What follows belongs to an exercise in optimizing a design on an open flow for small area and a short achievable clock period; a production flow would make more cautious choices.
RTL that was checked went through simulation tests only; none was proved equivalent to the original.
Function not checked in run 2: the RTL went through the layout flow alone.
No activity file was given, so power comes from the tool's default toggle rates.

## flow/design.v (module list and top-level ports; edited modules follow where they fit)
// module mk_mac: 962 lines
module mk_mac(CLK,
	      RST_N,
	      put_inp_A_a,
	      EN_put_inp_A,
	      RDY_put_inp_A,
	      put_inp_B_b,
	      EN_put_inp_B,
	      RDY_put_inp_B,
	      put_inp_C_c,
	      EN_put_inp_C,
	      RDY_put_inp_C,
	      put_inp_sel_sel,
	      EN_put_inp_sel,
	      RDY_put_inp_sel,
	      get_mac_op,
	      RDY_get_mac_op);
  // ...
==> flow/flow/run.sh <==
#!/bin/bash
# Standard synthesis, then the standard layout steps with faster port
# buffers and a tighter timing-repair target.
set -e
bash standard.sh synth > synth.log 2>&1
bash standard.sh "BUFFER_PORTS_ARGS=-buffer_cell sky130_fd_sc_hd__buf_2" SETUP_SLACK_MARGIN=6 finish > layout.log 2>&1
==> flow/standard.sh <==
#!/bin/bash
# synth_recipe.tcl (not shown) runs the flow's synth.tcl, then flattens the netlist and writes it again
# the make line also repeats each setting of config.mk as NAME=value (left out here)
make -C /OpenROAD-flow-scripts/flow DESIGN_CONFIG=/design/flow/config.mk WORK_HOME=/design/flow/orfs CLKGATE_MAP_FILE= SYNTH_SCRIPT=/design/flow/synth_recipe.tcl "${@:-finish}"
==> flow/config.mk <==
export PLATFORM = sky130hd
export DESIGN_NAME = mk_mac
export DESIGN_NICKNAME = mk_mac
export VERILOG_FILES = /design/flow/design.v
export SDC_FILE = /design/flow/constraint.sdc
export NUM_CORES = 8
export LEC_CHECK = 0
export ABC_AREA = 1
export CAP_MARGIN = 20
export CORE_MARGIN = 2
export CORE_UTILIZATION = 75
export CTS_CLUSTER_DIAMETER = 100
export CTS_CLUSTER_SIZE = 30
export PLACE_DENSITY = 0.85
export SLEW_MARGIN = 20
==> flow/constraint.sdc <==
create_clock -name core_clock -period 9.0 [get_ports {CLK}]
set_input_delay 1.8000 -clock core_clock [delete_from_list [all_inputs] [get_ports {CLK}]]
set_output_delay 1.8000 -clock core_clock [all_outputs]
set_load 0.01 [all_outputs]
==> out/metrics.yaml, run 1 <==
final_area_sq_um: 27400
die_w_um: 189
cts_setup_buffers: 0
multi_input_gates: 1753
synth_ff_type: "dfxtp_1"
path_cells: "nand2_1 -> inv_1 -> fa_2 -> fa_1 -> inv_1 -> fa_1 -> inv_1 -> fa_1"
cts_buffers: 25
clock_latency_ps: 600
status: "complete, no violations"
drtIter0Drc: 1620
drc: 0
power_leader: "registers"
met3_usage_pct: 3.06
skew_ps: 17.8
grtUsageMet1_pct: 41.4
startpoint: "rg_B[5]"
fmax_mhz: 347
cpPeakStageDelay_ps: 560
synth_mux_area_share_pct: 0.272
final_cell_mix: "745 x nand2_1, 551 x dfxtp_1, 352 x inv_1"
multi_input_area_sq_um: 10000
critical_path_arrival_ps: 3350
nonClockInverterCount: 368
routed_via_density: 5.63
flops_and_latches: 650
grt_use_total_pct: 33.4
==> inputs of run 2 (changes only) <==
--- a/flow/design.v
+++ b/flow/design.v
@@ -802,35 +802,34 @@
   wire lz_c86 = lz_v73 ? lz_c76 : lz_c81;
   wire lz_c87 = lz_v73 ? lz_c77 : lz_c82;
   wire lz_c88 = ~lz_v73;
   wire lz_v = lz_v83;
   wire [4:0] lz_c = {lz_c88, lz_c87, lz_c86, lz_c85, lz_c84};
   wire [4:0] lz = lz_v ? lz_c : 5'd2;
   reg        t6_s, t6_exc, t6_nan;
   reg [7:0]  t6_e;
-  reg [4:0]  t6_l, t6_ln;          
+  reg [4:0]  t6_l;
   reg [27:0] t6_m;
   always @(posedge CLK) begin
     t6_s   <= t5_s;
     t6_exc <= t5_exc;
     t6_nan <= t5_nan;
     t6_e   <= t5_e;                 
     t6_l   <= lz;
-    t6_ln  <= ~lz;
     t6_m   <= t5_m;
   end
   wire [27:0] nm = t6_m << t6_l;
   wire v6 = vld[6];
   reg        t7_s, t7_rnd;
   reg [7:0]  t7_e;
   reg [22:0] t7_f;
   always @(posedge CLK) begin
     t7_s   <= v6 & t6_s;
-    t7_e   <= ~v6 ? 8'd0 : t6_exc ? 8'd255 : t6_e + {3'b111, t6_ln};    
+    t7_e   <= ~v6 ? 8'd0 : t6_exc ? 8'd255 : t6_e + {3'b111, ~t6_l};    
     t7_f   <= ~v6 ? 23'd0 : t6_exc ? (t6_nan ? 23'h400000 : 23'd0) : nm[26:4];
     t7_rnd <= v6 & ~t6_exc & nm[3] & (nm[4] | (nm[2:0] != 3'd0));
   end
   wire ri_g1 = 1'b0 | (t7_f[1] & (t7_rnd & t7_f[0]));
   wire ri_p2 = t7_f[1] & t7_f[0];
   wire ri_g3 = 1'b0;
   wire ri_p4 = t7_f[3] & t7_f[2];
   wire ri_g5 = 1'b0;
==> flow/config.mk (replaced) <==
export PLATFORM = sky130hd
export DESIGN_NAME = mk_mac
export DESIGN_NICKNAME = mk_mac
export VERILOG_FILES = /design/flow/design.v
export SDC_FILE = /design/flow/constraint.sdc
export NUM_CORES = 8
export LEC_CHECK = 0
export ABC_AREA = 1
export CAP_MARGIN = 20
export CORE_MARGIN = 2
export CORE_UTILIZATION = 65
export CTS_CLUSTER_DIAMETER = 100
export CTS_CLUSTER_SIZE = 30
export PLACE_DENSITY = 0.75
export SLEW_MARGIN = 20
==> run 2 against run 1 <==
  * Clock-buffer cell count shrank 1
  * Via count shrank 4.6%
  * Combinational power grew 2%
  * Clock skew grew 7.0 ps
  * Hold slack gained 3.7 ps
  * Cell area grew 0.36%
  * Flip-flop and latch count shrank 5
  * Sequential power is essentially flat
  * Register-to-register slack lost 30 ps
  * Clock power shrank 4%
  * Critical endpoint unchanged
  * Largest cell class unchanged
  * Largest power group unchanged
  * Highest routed layer unchanged
==> out/metrics.yaml, run 2 <==
r2r-start: "rg_A[1]"
clkTransAtPathRegs_ps: 120
place_hpwl_um: 42200
synth_cell_types: 62
die_w_um: 203  # +7.4%
ys_ff_latch: 645
mostFrequentLayoutCell: "nand2_1"
place_inst: 3419
grt_max_degree: 44
min_period_ps: 2910
hold_class: "flop to flop"
routabilityCongestion: 0.918
startpoint: "rg_A[1]"
routedWlPerCell_um: 15.7
finalCritPeriodShare_pct: 32.3
drv_slew: 0
hold_buffers: 0
drive_above_1_share_pct: 7.69
worst-path-max-fanout: 5
ios: 108
ys_seq_area_share_pct: 53.6
io_buffers: 102
reg2regPathDepth: 9
synth_top_area_share_pct: 42.5
ys_async_sr_fraction_pct: 0
grt-ovfl-total: 0
utilization_pct: 69.7
tritoncts: "done"
max-slew-margin-rel_pct: 30.4
synth.cell_area_sq_um: 25900
initial_core_util_pct: 65.5
vdd_drop_max_mv: 0.230
root_buffer: "clkbuf_16"
fmax_mhz: 344  # -1.0%
drtPass1Iterations: 6
rsz0062_at_grt: "yes"
cp-end-kind: "flop"
clk_path_buf_depth: 3
area_growth_pct: 6.34
ff2ff_setup_slack_ps: 6090
synth_ff_type: "dfxtp_1"
synth_edf_count: 96
worst_pin_slew_ps: 1040
ant_nets: 0
ys.warnings.count: 1
synth.most_common_cell: "nand2_1"
p_leak_uw: 0.0134
final_cells: 3476
yosys-top-cells-count: "747 x nand2_1, 549 x dfxtp_1, 350 x inv_1, 201 x nand3_1, 187 x nor2_1"
syn-mean-instance-area_sq_um: 8.98
critical_path_arrival_ps: 3450  # +100 ps
die_h_um: 203
cp-endpoint: "t0_r1[8]"
routed_via_density: 5.24  # -7.0%
vias: 18200
grt_first_pass_wirelength_um: 87200
h-tree-depth: 1
syn_inst: 2879
hold_viol_final: 0
clock_latency_ps: 610  # about the same
coreArea_sq_um: 39500
setup_viol: 0
setup_tns_ps: 0
crit_required_ps: 9540
antenna_found_initial: 1
yosysTopAreaCell: "dfxtp_1"
status: "complete, no violations"
criticalPathCategory: "flop to flop"
power_density_nw_per_um2: 306
cts_buffers: 25  # unchanged
grt_use_total_pct: 26.4  # -7.0 points
drc: 0  # unchanged
rows: 73
die_area_sq_um: 41400
start_kind: "flop"
clock_sinks: 645
skew_ps: 24.7  # +6.96 ps
cap_violations: 0
drtIter0Drc: 1323  # -18%
nets: 3166
r2r-end: "t0_r1[8]"
final_cell_mix: "747 x nand2_1, 542 x dfxtp_1, 347 x inv_1"
grt_pass1_vias: 17500
diodes: 0
routed_wirelength_um: 54600
yosys-top-cells-area: "dfxtp_1 42%, edfxtp_1 11%, nand2_1 11%"
-- run 2: cell count changes after synthesis, moves of 6 or more --
cell	previous run	this run
o21ai_0	121	99
nor2_1	169	187
a21oi_1	85	69
nand3_1	187	201
o21ai_1	8	20
o211ai_1	19	30
a22oi_1	2	8
clkbuf_1	47	41
inv_1	356	350
nand2_2	4	10
nor3_2	1	7
nor4_1	17	11
-- run 2: layout make-up --
| type | instances | area (sq um) |
|---|---|---|
| Clock buffer | 36 | 677 |
| Tap cell | 525 | 657 |
| Fill cell | 3115 | 12000 |
| Sequential cell | 645 | 13900 |
| Inverter | 364 | 1370 |
| Timing Repair Buffer | 123 | 684 |
| Clock inverter | 3 | 37.5 |
| Multi-Input combinational cell | 1780 | 10200 |
-- run 2: power by group --
part           switching (uW)  total (uW)  internal, uW
sequential                477        4050          3580
combinational            1900        2980          1080
clock                     838        1370           537
total                    3220        8410          5190
-- run 2: logic make-up after synthesis --
group	Yosys count	synth area share [%]
multiplexers	5	0.194
adder cells (fa/ha/maj)	156	9.29
XOR/XNOR	85	2.88
AND/OR/NAND/NOR	1253	20.5
buffers and inverters	458	7.11
flip-flops	645	53.6
other	1	0.0145
AO/OA/AOI/OAI	276	6.33
-- run 2: critical path, stage by stage (launching register included) --
cell      delay, ps
edfxtp_1        500
buf_6           170
nand2_1          50
inv_1            60
fa_2            360
fa_1            540
inv_1            60
fa_1            520
inv_1            50
fa_1            520
-- run 2: metal layers --
metal | wire, um | global-route usage (%)
met4 | 1110 | 6.00
met5 | 0 | 0
met3 | 2220 | 2.33
met2 | 27400 | 47.5
met1 | 23900 | 34.6
-- run 2: worst min path at each step --
stage                         from  slack, ps  cells after the start        to
after floorplan              t9[0]        310                      0    t10[0]
after global placement    t0_c[26]        310                      0  t1_c[26]
after detailed placement   t0_c[8]        310                      0   t1_c[8]
after CTS                  t0_e[2]        330                      0   t1_e[2]
after global routing       t0_e[4]        340                      0   t1_e[4]
final                      t0_e[2]        330                      0   t1_e[2]
-- run 2: stage by stage --
step                instance area [sq um]  total power [uW]  worst slack, ps  hold slack [ps]
floorplan                           25900              6210             6060              310
global placement                    26600              6950             5730              310
detailed placement                  26600              7040             5620              312
CTS                                 27300              8400             5980              326
global route                        27500              9020             5970              339
finish                              27500              8410             6090              327
-- run 2: timing repair --
item	CTS	global route
endpoints found under the hold margin	0	0
buffers inserted	0	18
endpoints found under the setup margin	13	38
gates resized for setup	4	15

==> separate check: timing with driven ports <==
The flow's constraints put no driver on any port. The routed layouts listed below were extracted and timed again, unchanged, in two steps.
Step 1 sets driving cells, clkbuf_16 on the clock port and buf_2 on the other inputs (assumed; they add their load-dependent delay and slew).
Step 2 moves the port delays by t, midway between the first and last clock arrival at a register: inputs arrive t later, outputs are due t later. That takes back most of the time a late clock gives input paths.
Slacks: ideal ports / drivers / drivers and shift; pairs: ideal ports / drivers.
| run | t, ns | setup WS [ns] | worst setup path at the end | clock arrival spread, ns | worst data-port slew with drivers (ns) |
|---|---|---|---|---|---|
| run 1 | 0.649 | 6.121 / 6.075 / 6.121 | register to register | 0.023 / 0.023 | 0.04 |
| run 2 | 0.653 | 6.092 / 6.069 / 6.092 | register to register | 0.030 / 0.031 | 0.04 |
After both steps every run listed still meets setup and hold.
